Background: an optimization exercise with open tools, aiming at a short achievable clock period and few clock cycles. Do not read the settings as production practice. Only simulation tests tie the RTL to the original design; equivalence was not proved. No driver is modelled on the clock port, so clock power and skew are understated where the tree is cut down; a real chip needs a root buffer or a tree.

==> build 9: inputs <==
## conv
module conv(
    input rst,
    input clk,
    output M0_R_req,
    output [31:0] M0_addr,
    input [31:0] M0_R_data,
    output [3:0] M0_W_req,
    output [31:0] M0_W_data,
    output M1_R_req,
    output [31:0] M1_addr,
    input [31:0] M1_R_data,
    output [3:0] M1_W_req,
    output reg [31:0] M1_W_data,
    input start,
    output finish
);
==> flow/config.mk <==
export PLATFORM = sky130hd
export DESIGN_NAME = conv
export DESIGN_NICKNAME = conv
export VERILOG_FILES = /design/flow/design.v
export SDC_FILE = /design/flow/constraint.sdc
export NUM_CORES = 8
export LEC_CHECK = 0
export CAP_MARGIN = 30
export CORE_MARGIN = 2
export CORE_UTILIZATION = 65
export PLACE_DENSITY = 0.75
export SLEW_MARGIN = 30
export SYNTH_HIERARCHICAL = 1
==> flow/constraint.sdc <==
create_clock -name core_clock -period 12.0 [get_ports {clk}]
set_input_delay 2.4000 -clock core_clock [delete_from_list [all_inputs] [get_ports {clk}]]
set_output_delay 2.4000 -clock core_clock [all_outputs]
set_load 0.01 [all_outputs]
standard.sh (not shown) runs the stock make flow with config.mk's settings and CLKGATE_MAP_FILE= SYNTH_SCRIPT=/design/flow/synth_recipe.tcl, a recipe that flattens the netlist after the stock synthesis.
==> flow/flow/run.sh <==
#!/bin/bash
set -euo pipefail
MARGIN=${MARGIN:-9.0}
export CT_BITS=${CT_BITS:-"2 2 2 2"}
export CT_CELLS=${CT_CELLS:-"clkinv_16 clkinv_16 clkinv_16 clkinv_16"}
HERE=$(pwd)
bash standard.sh synth > synth.log 2>&1
bash standard.sh SETUP_SLACK_MARGIN=$MARGIN POST_CTS_TCL=$HERE/flow/post_cts.tcl finish > layout.log 2>&1
==> flow/flow/ctree.tcl <==

proc ct_env {name default} {
  if {[info exists ::env($name)]} { return $::env($name) }
  return $default
}

# bisect a list of {x y payload} into 2^levels groups, splitting each group at
# the median of its wider side
proc ct_split {items levels} {
  if {$levels == 0 || [llength $items] < 2} { return [list $items] }
  set xs [lmap it $items {lindex $it 0}]
  set ys [lmap it $items {lindex $it 1}]
  set dx [expr {[tcl::mathfunc::max {*}$xs] - [tcl::mathfunc::min {*}$xs]}]
  set dy [expr {[tcl::mathfunc::max {*}$ys] - [tcl::mathfunc::min {*}$ys]}]
  set k [expr {$dx >= $dy ? 0 : 1}]
  set sorted [lsort -real -index $k $items]
  set h [expr {[llength $sorted] / 2}]
  set a [ct_split [lrange $sorted 0 [expr {$h - 1}]] [expr {$levels - 1}]]
  set b [ct_split [lrange $sorted $h end] [expr {$levels - 1}]]
  return [concat $a $b]
}

proc ct_centre {pts} {
  set sx 0.0; set sy 0.0
  foreach it $pts {
    set sx [expr {$sx + [lindex $it 0]}]
    set sy [expr {$sy + [lindex $it 1]}]
  }
  set n [llength $pts]
  return [list [expr {round($sx / $n)}] [expr {round($sy / $n)}]]
}

# a tree node: {x y kids} where kids are nodes, or {x y sinks} at the last level
proc ct_node {items lvl} {
  if {$lvl == [llength $::ct_bits] - 1} {
    set xy [ct_centre $items]
    return [list [lindex $xy 0] [lindex $xy 1] $items]
  }
  set kids {}
  foreach g [ct_split $items [lindex $::ct_bits [expr {$lvl + 1}]]] {
    if {[llength $g]} { lappend kids [ct_node $g [expr {$lvl + 1}]] }
  }
  set xy [ct_centre $kids]
  return [list [lindex $xy 0] [lindex $xy 1] $kids]
}

proc ct_pin {inst dir} {
  foreach it [$inst getITerms] {
    if {$dir eq "in" && [$it isInputSignal]} { return $it }
    if {$dir eq "out" && [$it isOutputSignal]} { return $it }
  }
  error "ctree: no $dir pin on [$inst getName]"
}

proc ct_inst {node parent_net lvl} {
  set master [lindex $::ct_masters $lvl]
  set name "ctree_${lvl}_${::ct_count}"
  incr ::ct_count
  set inst [odb::dbInst_create $::ct_block $master $name]
  set w [$master getWidth]
  set h [$master getHeight]
  $inst setLocation [expr {[lindex $node 0] - $w / 2}] [expr {[lindex $node 1] - $h / 2}]
  $inst setPlacementStatus PLACED
  [ct_pin $inst in] connect $parent_net
  set net [odb::dbNet_create $::ct_block "ctnet_${lvl}_${::ct_count}"]
  $net setSigType CLOCK
  [ct_pin $inst out] connect $net
  if {$lvl == [llength $::ct_bits] - 1} {
    foreach s [lindex $node 2] { [lindex $s 2] connect $net }
    incr ::ct_leaves
  } else {
    foreach k [lindex $node 2] { ct_inst $k $net [expr {$lvl + 1}] }
  }
}

set ::ct_block [ord::get_db_block]
set ::ct_bits [ct_env CT_BITS "2 3 3"]
set ::ct_masters {}
set ninv 0
foreach c [ct_env CT_CELLS "clkbuf_16 clkbuf_16 clkbuf_16"] {
  set m [[ord::get_db] findMaster "sky130_fd_sc_hd__$c"]
  if {$m eq "NULL"} { error "ctree: no cell $c" }
  if {[string match "*inv*" $c]} { incr ninv }
  lappend ::ct_masters $m
}
if {[llength $::ct_masters] != [llength $::ct_bits]} { error "ctree: CT_CELLS and CT_BITS differ in length" }
if {$ninv % 2} { error "ctree: odd number of inverting levels" }
if {[lindex $::ct_bits 0] != 2} { error "ctree: the port drives 4 cells: CT_BITS must start with 2" }
set clk [$::ct_block findNet clk]

# the existing tree: cells reached from the clock port, and the sinks
set bufs {}
set nets {}
set sinks {}
set queue [list $clk]
while {[llength $queue]} {
  set n [lindex $queue 0]
  set queue [lrange $queue 1 end]
  foreach it [$n getITerms] {
    if {[$it isOutputSignal]} { continue }
    set inst [$it getInst]
    set m [[$inst getMaster] getName]
    if {[string match "sky130_fd_sc_hd__clkbuf_*" $m] || [string match "sky130_fd_sc_hd__clkinv*" $m]} {
      lappend bufs $inst
      set out {}
      foreach o [$inst getITerms] {
        if {[$o isOutputSignal] && [$o getNet] ne "NULL"} { set out [$o getNet] }
      }
      # TritonCTS's dummy loads have no output net
      if {$out eq {}} { continue }
      if {[string match "sky130_fd_sc_hd__clkinv*" $m]} { error "ctree: clock inverter [$inst getName]" }
      lappend nets $out
      lappend queue $out
    } else {
      lappend sinks $it
    }
  }
}
puts "ctree: removing [llength $bufs] clock tree cells; [llength $sinks] sinks"
foreach it $sinks { $it disconnect }
foreach b $bufs {
  foreach it [$b getITerms] { if {[$it getNet] ne "NULL"} { $it disconnect } }
  odb::dbInst_destroy $b
}
foreach n $nets { odb::dbNet_destroy $n }

set items {}
foreach it $sinks {
  set xy [$it getAvgXY]
  if {[lindex $xy 0] == 0} {
    set loc [[$it getInst] getLocation]
    set xy [list 1 [lindex $loc 0] [lindex $loc 1]]
  }
  lappend items [list [lindex $xy 1] [lindex $xy 2] $it]
}

set ::ct_count 0
set ::ct_leaves 0
foreach g [ct_split $items 2] {
  ct_inst [ct_node $g 0] $clk 0
}
puts "ctree: built $::ct_count cells ($::ct_leaves driving flip-flops), levels {$::ct_bits}, cells {[ct_env CT_CELLS {clkbuf_16 clkbuf_16 clkbuf_16}]}"
==> flow/flow/post_cts.tcl <==
# Replace TritonCTS's clock tree with flow/ctree.tcl's, then legalize and
# repair timing again.
source [file join [file dirname [info script]] ctree.tcl]
detailed_placement
estimate_parasitics -placement
report_clock_skew
repair_timing_helper
detailed_placement
check_placement -verbose
report_clock_skew
report_worst_slack -max
==> build 34 (differences from build 9) <==
==> flow/flow/run.sh (replaced) <==
#!/bin/bash
# Own layout flow: the standard synthesis unchanged, then the standard
# ORFS steps with these changes:
#  - flow/pin_clk.tcl puts the clock pin in the middle of the left edge;
#  - after clock tree synthesis, flow/post_cts.tcl moves the flip-flops that
#    drive output ports next to their port buffers (flow/outflops.tcl) and
#    replaces TritonCTS's tree with flow/ctree.tcl's: four levels of clock
#    inverters made by recursive bisection of the flip-flops, whose 4
#    first-level cells the clock port drives itself.
set -euo pipefail
MARGIN=${MARGIN:-9.0}
export CT_BITS=${CT_BITS:-"2 2 2 2"}
export CT_CELLS=${CT_CELLS:-"clkinv_16 clkinv_16 clkinv_16 clkinv_16"}
HERE=$(pwd)
bash standard.sh synth > synth.log 2>&1
bash standard.sh SETUP_SLACK_MARGIN=$MARGIN PRE_IO_PLACEMENT_TCL=$HERE/flow/pin_clk.tcl POST_CTS_TCL=$HERE/flow/post_cts.tcl finish > layout.log 2>&1
--- a/flow/flow/ctree.tcl
+++ b/flow/flow/ctree.tcl
@@ -62,20 +62,23 @@
   $inst setLocation [expr {[lindex $node 0] - $w / 2}] [expr {[lindex $node 1] - $h / 2}]
   $inst setPlacementStatus PLACED
   [ct_pin $inst in] connect $parent_net
   set net [odb::dbNet_create $::ct_block "ctnet_${lvl}_${::ct_count}"]
   $net setSigType CLOCK
+  # the upper levels' long wires get TritonCTS's double-spacing rule
+  if {$lvl < [llength $::ct_bits] - 1 && $::ct_ndr ne "NULL"} { $net setNonDefaultRule $::ct_ndr }
   [ct_pin $inst out] connect $net
   if {$lvl == [llength $::ct_bits] - 1} {
     foreach s [lindex $node 2] { [lindex $s 2] connect $net }
     incr ::ct_leaves
   } else {
     foreach k [lindex $node 2] { ct_inst $k $net [expr {$lvl + 1}] }
   }
 }
 
 set ::ct_block [ord::get_db_block]
+set ::ct_ndr [$::ct_block findNonDefaultRule CTS_NDR_0]
 set ::ct_bits [ct_env CT_BITS "2 3 3"]
 set ::ct_masters {}
 set ninv 0
 foreach c [ct_env CT_CELLS "clkbuf_16 clkbuf_16 clkbuf_16"] {
   set m [[ord::get_db] findMaster "sky130_fd_sc_hd__$c"]
@@ -138,5 +141,57 @@
 set ::ct_leaves 0
 foreach g [ct_split $items 2] {
   ct_inst [ct_node $g 0] $clk 0
 }
 puts "ctree: built $::ct_count cells ($::ct_leaves driving flip-flops), levels {$::ct_bits}, cells {[ct_env CT_CELLS {clkbuf_16 clkbuf_16 clkbuf_16}]}"
+
+# Split the clusters of last-level cells whose flip-flop clock pins see a
+# slew over limit_ps (estimated from placement): half of the flip-flops move
+# to a new cell of the same kind, driven by the same net.
+proc ct_max_sink_slew {net_name} {
+  set w 0
+  foreach pin [get_pins -of_objects [get_nets $net_name]] {
+    if {[get_property $pin direction] ne "input"} { continue }
+    foreach a {min max} { foreach e {rise fall} {
+      set sl [sta::time_ui_sta [get_property $pin slew_${a}_$e]]
+      if {$sl > $w} { set w $sl }
+    } }
+  }
+  return [expr {$w * 1e12}]
+}
+
+proc ct_fix_slew {limit_ps} {
+  set last [expr {[llength $::ct_bits] - 1}]
+  set split 0
+  foreach inst [$::ct_block getInsts] {
+    if {![string match "ctree_${last}_*" [$inst getName]]} { continue }
+    set out [[ct_pin $inst out] getNet]
+    set s [ct_max_sink_slew [$out getName]]
+    if {$s <= $limit_ps || $split >= 32} { continue }
+    set items {}
+    foreach it [$out getITerms] {
+      if {[$it getInst] eq $inst} { continue }
+      set xy [$it getAvgXY]
+      lappend items [list [lindex $xy 1] [lindex $xy 2] $it]
+    }
+    if {[llength $items] < 2} { continue }
+    lassign [ct_split $items 1] g1 g2
+    set master [$inst getMaster]
+    set name "ctree_${last}_${::ct_count}"
+    incr ::ct_count
+    set new [odb::dbInst_create $::ct_block $master $name]
+    set xy [ct_centre $g2]
+    $new setLocation [expr {[lindex $xy 0] - [$master getWidth] / 2}] [expr {[lindex $xy 1] - [$master getHeight] / 2}]
+    $new setPlacementStatus PLACED
+    [ct_pin $new in] connect [[ct_pin $inst in] getNet]
+    set net [odb::dbNet_create $::ct_block "ctnet_${last}_${::ct_count}"]
+    $net setSigType CLOCK
+    [ct_pin $new out] connect $net
+    foreach s2 $g2 { [lindex $s2 2] disconnect; [lindex $s2 2] connect $net }
+    set xy [ct_centre $g1]
+    $inst setLocation [expr {[lindex $xy 0] - [$master getWidth] / 2}] [expr {[lindex $xy 1] - [$master getHeight] / 2}]
+    $inst setPlacementStatus PLACED
+    incr split
+    puts "ctree: split [$inst getName] ([format %.1f $s] ps)"
+  }
+  return $split
+}
==> flow/flow/outflops.tcl (new file) <==
# Move each flip-flop that drives an output port's buffer (and nothing else)
# onto that buffer's spot, next to the port; detailed placement then
# legalizes them side by side. This shortens the wire from the flip-flop to
# the buffer on the clock-to-output paths.
set block [ord::get_db_block]
set moved 0
foreach bt [$block getBTerms] {
  if {[$bt getIoType] ne "OUTPUT"} { continue }
  set net [$bt getNet]
  if {$net eq "NULL"} { continue }
  set buf {}
  foreach it [$net getITerms] { if {[$it isOutputSignal]} { set buf [$it getInst] } }
  if {$buf eq {}} { continue }
  set in {}
  foreach it [$buf getITerms] { if {[$it isInputSignal]} { set in $it } }
  if {$in eq {} || [$in getNet] eq "NULL"} { continue }
  set n2 [$in getNet]
  if {[llength [$n2 getITerms]] != 2 || [llength [$n2 getBTerms]] != 0} { continue }
  set ff {}
  foreach it [$n2 getITerms] {
    if {[$it isOutputSignal] && [string match "sky130_fd_sc_hd__*df*" [[[$it getInst] getMaster] getName]]} {
      set ff [$it getInst]
    }
  }
  if {$ff eq {}} { continue }
  set loc [$buf getLocation]
  $ff setLocation [lindex $loc 0] [lindex $loc 1]
  $ff setPlacementStatus PLACED
  incr moved
}
puts "outflops: moved $moved output flip-flops next to their port buffers"
detailed_placement
==> flow/flow/pin_clk.tcl (new file) <==
# Put the clock pin in the middle of the die's left edge (instead of where
# the pin placer would put it), which shortens the clock port's wires to the
# four first-level clock cells, one per quarter of the die.
set die [[ord::get_db_block] getDieArea]
set y [expr {([$die yMax] + [$die yMin]) / 2000.0}]
place_pin -pin_name clk -layer $::env(IO_PLACER_H) -location [list 0 $y] -pin_size {0.8 0.3} -force_to_die_boundary
==> flow/flow/post_cts.tcl (replaced) <==
# Move the output flip-flops next to their port buffers, replace TritonCTS's
# clock tree with flow/ctree.tcl's, legalize, split the clusters whose clock
# slew is high, and repair timing again.
source [file join [file dirname [info script]] outflops.tcl]
source [file join [file dirname [info script]] ctree.tcl]
detailed_placement
estimate_parasitics -placement
for {set i 0} {$i < 2} {incr i} {
  if {[ct_fix_slew [ct_env CT_SLEW_PS 95]] == 0} { break }
  detailed_placement
  estimate_parasitics -placement
}
report_clock_skew
repair_timing_helper
detailed_placement
check_placement -verbose
report_clock_skew
report_worst_slack -max
==> trial 30 (differences from build 9) <==
--- a/flow/design.v
+++ b/flow/design.v
@@ -20,10 +20,12 @@
     reg        done;           
     reg        req;            
     reg  [9:0] raddr;          
     reg  [9:0] rcnt;           
     reg        rv;             
+    reg [31:0] xin;            
+    reg        xv;             
     reg  [3:0] wsel;           
     reg  [4:0] col;            
     reg  [4:0] row;            
     reg        colok, rowok;   
     reg  [2:0] ov;             
@@ -37,20 +39,22 @@
     wire [9:0] n_raddr = rst ? 10'd784 :
                          req ? ((raddr == 10'd792) ? 10'd0 : raddr + 10'd1) :
                          go ? 10'd784 : raddr;
     wire n_wr    = ~rst & ov[2];
     wire [9:0] n_waddr = rst ? 10'd0 : wr ? waddr + 10'd1 : go ? 10'd0 : waddr;
-    wire pix_in = rv & (wsel == 4'd9);
+    wire pix_in = xv & (wsel == 4'd9);
     always @(posedge clk) begin
         busy  <= n_busy;
         done  <= n_done;
         req   <= n_req;
         raddr <= n_raddr;
         wr    <= n_wr;
         waddr <= n_waddr;
+        xin <= M0_R_data;
         if (rst) begin
             rv <= 1'b0;
+            xv <= 1'b0;
             ov <= 3'd0;
         end else begin
             if (go) begin
                 rcnt  <= 10'd0;
                 wsel  <= 4'd0;
@@ -59,11 +63,12 @@
                 colok <= 1'b0;
                 rowok <= 1'b0;
             end
             if (req) rcnt <= rcnt + 10'd1;
             rv <= req;
-            if (rv) begin
+            xv <= rv;
+            if (xv) begin
                 if (wsel != 4'd9) wsel <= wsel + 4'd1;
                 if (pix_in) begin
                     if (col == 5'd27) begin
                         col   <= 5'd0;
                         colok <= 1'b0;
@@ -89,27 +94,27 @@
     conv_oreg #(1)  o_m1we3  (.clk(clk), .d(n_wr), .q(M1_W_req[3]));
     conv_oreg #(10) o_m1addr (.clk(clk), .d(n_waddr), .q(owaddr));
     assign M0_addr = {20'd0, oraddr, 2'b00};
     assign M1_addr = {20'd0, owaddr, 2'b00};
     wire [47:0] t0_0, t0_1, t0_2, t0_3;
-    conv_mul mul0(.clk(clk), .x(M0_R_data), .wload(rv && wsel == 4'd0), .t0(t0_0), .t1(t0_1), .t2(t0_2), .t3(t0_3));
+    conv_mul mul0(.clk(clk), .x(xin), .wload(xv && wsel == 4'd0), .t0(t0_0), .t1(t0_1), .t2(t0_2), .t3(t0_3));
     wire [47:0] t1_0, t1_1, t1_2, t1_3;
-    conv_mul mul1(.clk(clk), .x(M0_R_data), .wload(rv && wsel == 4'd1), .t0(t1_0), .t1(t1_1), .t2(t1_2), .t3(t1_3));
+    conv_mul mul1(.clk(clk), .x(xin), .wload(xv && wsel == 4'd1), .t0(t1_0), .t1(t1_1), .t2(t1_2), .t3(t1_3));
     wire [47:0] t2_0, t2_1, t2_2, t2_3;
-    conv_mul mul2(.clk(clk), .x(M0_R_data), .wload(rv && wsel == 4'd2), .t0(t2_0), .t1(t2_1), .t2(t2_2), .t3(t2_3));
+    conv_mul mul2(.clk(clk), .x(xin), .wload(xv && wsel == 4'd2), .t0(t2_0), .t1(t2_1), .t2(t2_2), .t3(t2_3));
     wire [47:0] t3_0, t3_1, t3_2, t3_3;
-    conv_mul mul3(.clk(clk), .x(M0_R_data), .wload(rv && wsel == 4'd3), .t0(t3_0), .t1(t3_1), .t2(t3_2), .t3(t3_3));
+    conv_mul mul3(.clk(clk), .x(xin), .wload(xv && wsel == 4'd3), .t0(t3_0), .t1(t3_1), .t2(t3_2), .t3(t3_3));
     wire [47:0] t4_0, t4_1, t4_2, t4_3;
-    conv_mul mul4(.clk(clk), .x(M0_R_data), .wload(rv && wsel == 4'd4), .t0(t4_0), .t1(t4_1), .t2(t4_2), .t3(t4_3));
+    conv_mul mul4(.clk(clk), .x(xin), .wload(xv && wsel == 4'd4), .t0(t4_0), .t1(t4_1), .t2(t4_2), .t3(t4_3));
     wire [47:0] t5_0, t5_1, t5_2, t5_3;
-    conv_mul mul5(.clk(clk), .x(M0_R_data), .wload(rv && wsel == 4'd5), .t0(t5_0), .t1(t5_1), .t2(t5_2), .t3(t5_3));
+    conv_mul mul5(.clk(clk), .x(xin), .wload(xv && wsel == 4'd5), .t0(t5_0), .t1(t5_1), .t2(t5_2), .t3(t5_3));
     wire [47:0] t6_0, t6_1, t6_2, t6_3;
-    conv_mul mul6(.clk(clk), .x(M0_R_data), .wload(rv && wsel == 4'd6), .t0(t6_0), .t1(t6_1), .t2(t6_2), .t3(t6_3));
+    conv_mul mul6(.clk(clk), .x(xin), .wload(xv && wsel == 4'd6), .t0(t6_0), .t1(t6_1), .t2(t6_2), .t3(t6_3));
     wire [47:0] t7_0, t7_1, t7_2, t7_3;
-    conv_mul mul7(.clk(clk), .x(M0_R_data), .wload(rv && wsel == 4'd7), .t0(t7_0), .t1(t7_1), .t2(t7_2), .t3(t7_3));
+    conv_mul mul7(.clk(clk), .x(xin), .wload(xv && wsel == 4'd7), .t0(t7_0), .t1(t7_1), .t2(t7_2), .t3(t7_3));
     wire [47:0] t8_0, t8_1, t8_2, t8_3;
-    conv_mul mul8(.clk(clk), .x(M0_R_data), .wload(rv && wsel == 4'd8), .t0(t8_0), .t1(t8_1), .t2(t8_2), .t3(t8_3));
+    conv_mul mul8(.clk(clk), .x(xin), .wload(xv && wsel == 4'd8), .t0(t8_0), .t1(t8_1), .t2(t8_2), .t3(t8_3));
     reg [31:0] rs [0:8];
     reg [31:0] rc [0:8];
     reg [31:0] d2 [0:24];
     reg [31:0] d5 [0:24];
     wire [47:0] q0_s1 = t0_0 ^ t0_1 ^ t0_2;
==> reports/qor.yml <==
grt_max_degree: 36
ys_top_cells_by_area: "dfxtp_1 (31%), fa_1 (20%), a221oi_1 (7.3%)"
worst_pin_slew_ps: 1137
run_status: "no timing/DRC/antenna violations"
place_area_um2: 296800
clkLatencyLatePin_ps: 590
switchingPower_mw: 38.36
dp_hpwl_mm: 599.3
yosys.area_share.adder_pct: 25.09
reg2reg_depth: 10
crit_start: "o_m1addr.q[7]"
initial_utilization_pct: 65.28
max_freq_ghz: 0.2915
(the above is from build 34)
==> reports/qor.yml <==
grt_max_degree: 36
initial_utilization_pct: 65.28
yosys.area_share.adder_pct: 25.09
dp_hpwl_mm: 599.9
clkLatencyLatePin_ps: 670
run_status: "no timing/DRC/antenna violations"
max_freq_ghz: 0.2872
reg2reg_depth: 10
worst_pin_slew_ps: 1010
switchingPower_mw: 38.33
slew_violations: 0
(the above is from build 9)
==> reports/qor.yml <==
synth-simple-area-share_pct: 2.633
reg2reg_depth: 8
grt_max_degree: 46
run_status: "no timing/DRC/antenna violations"
clkLatencyLatePin_ps: 640
place_area_um2: 299400
ys_top_cells_by_area: "dfxtp_1 (31%), fa_1 (19%), a22o_1 (7.2%)"
cp_max_fo: 1
switchingPower_mw: 36.32
worst_pin_slew_ps: 1067
crit_start: "o_m1addr.q[0]"
powerClk_mw: 11.9
dp_hpwl_mm: 601.7
(the above is from trial 30)
Testbench counts of build 9, summed over its fixed seeds: cycles 25,568.
Testbench counts of build 34, summed over its fixed seeds: cycles 25,568.
Testbench counts of trial 30, summed over its fixed seeds: cycles 25,600.
No run of this note takes its clock network from TritonCTS; it comes from the design's own scripts or RTL.

static timing again, ports no longer ideal:
How much do the figures lean on ideal ports? The routed layouts below were timed once more, with nothing changed but the port constraints.
Step 1, drivers: a clkbuf_16 drives clk and a buf_2 each remaining input, both assumed.
Step 2 moves the port delays by t, midway between the first and last clock arrival at a register: inputs arrive t later, outputs are due t later. That takes back most of the time a late clock gives input paths.
Three values: no drivers, after step 1, after step 2; two values: the first two.
| run | shift t [ns] | slack for setup (ns) | worst setup path after step 2 |
|---|---|---|---|
| build 9 | 1.004 | 8.518 / 8.125 / 7.899 | input to register |
| build 34 | 0.957 | 8.569 / 8.174 / 7.967 | input to register |
| trial 30 | 1.002 | 8.556 / 8.139 / 8.408 | input to register |
After both steps every run listed still meets setup and hold. For build 9, which loses most, drivers alone change the setup slack by -0.393 ns; drivers and shift together by -0.619 ns.
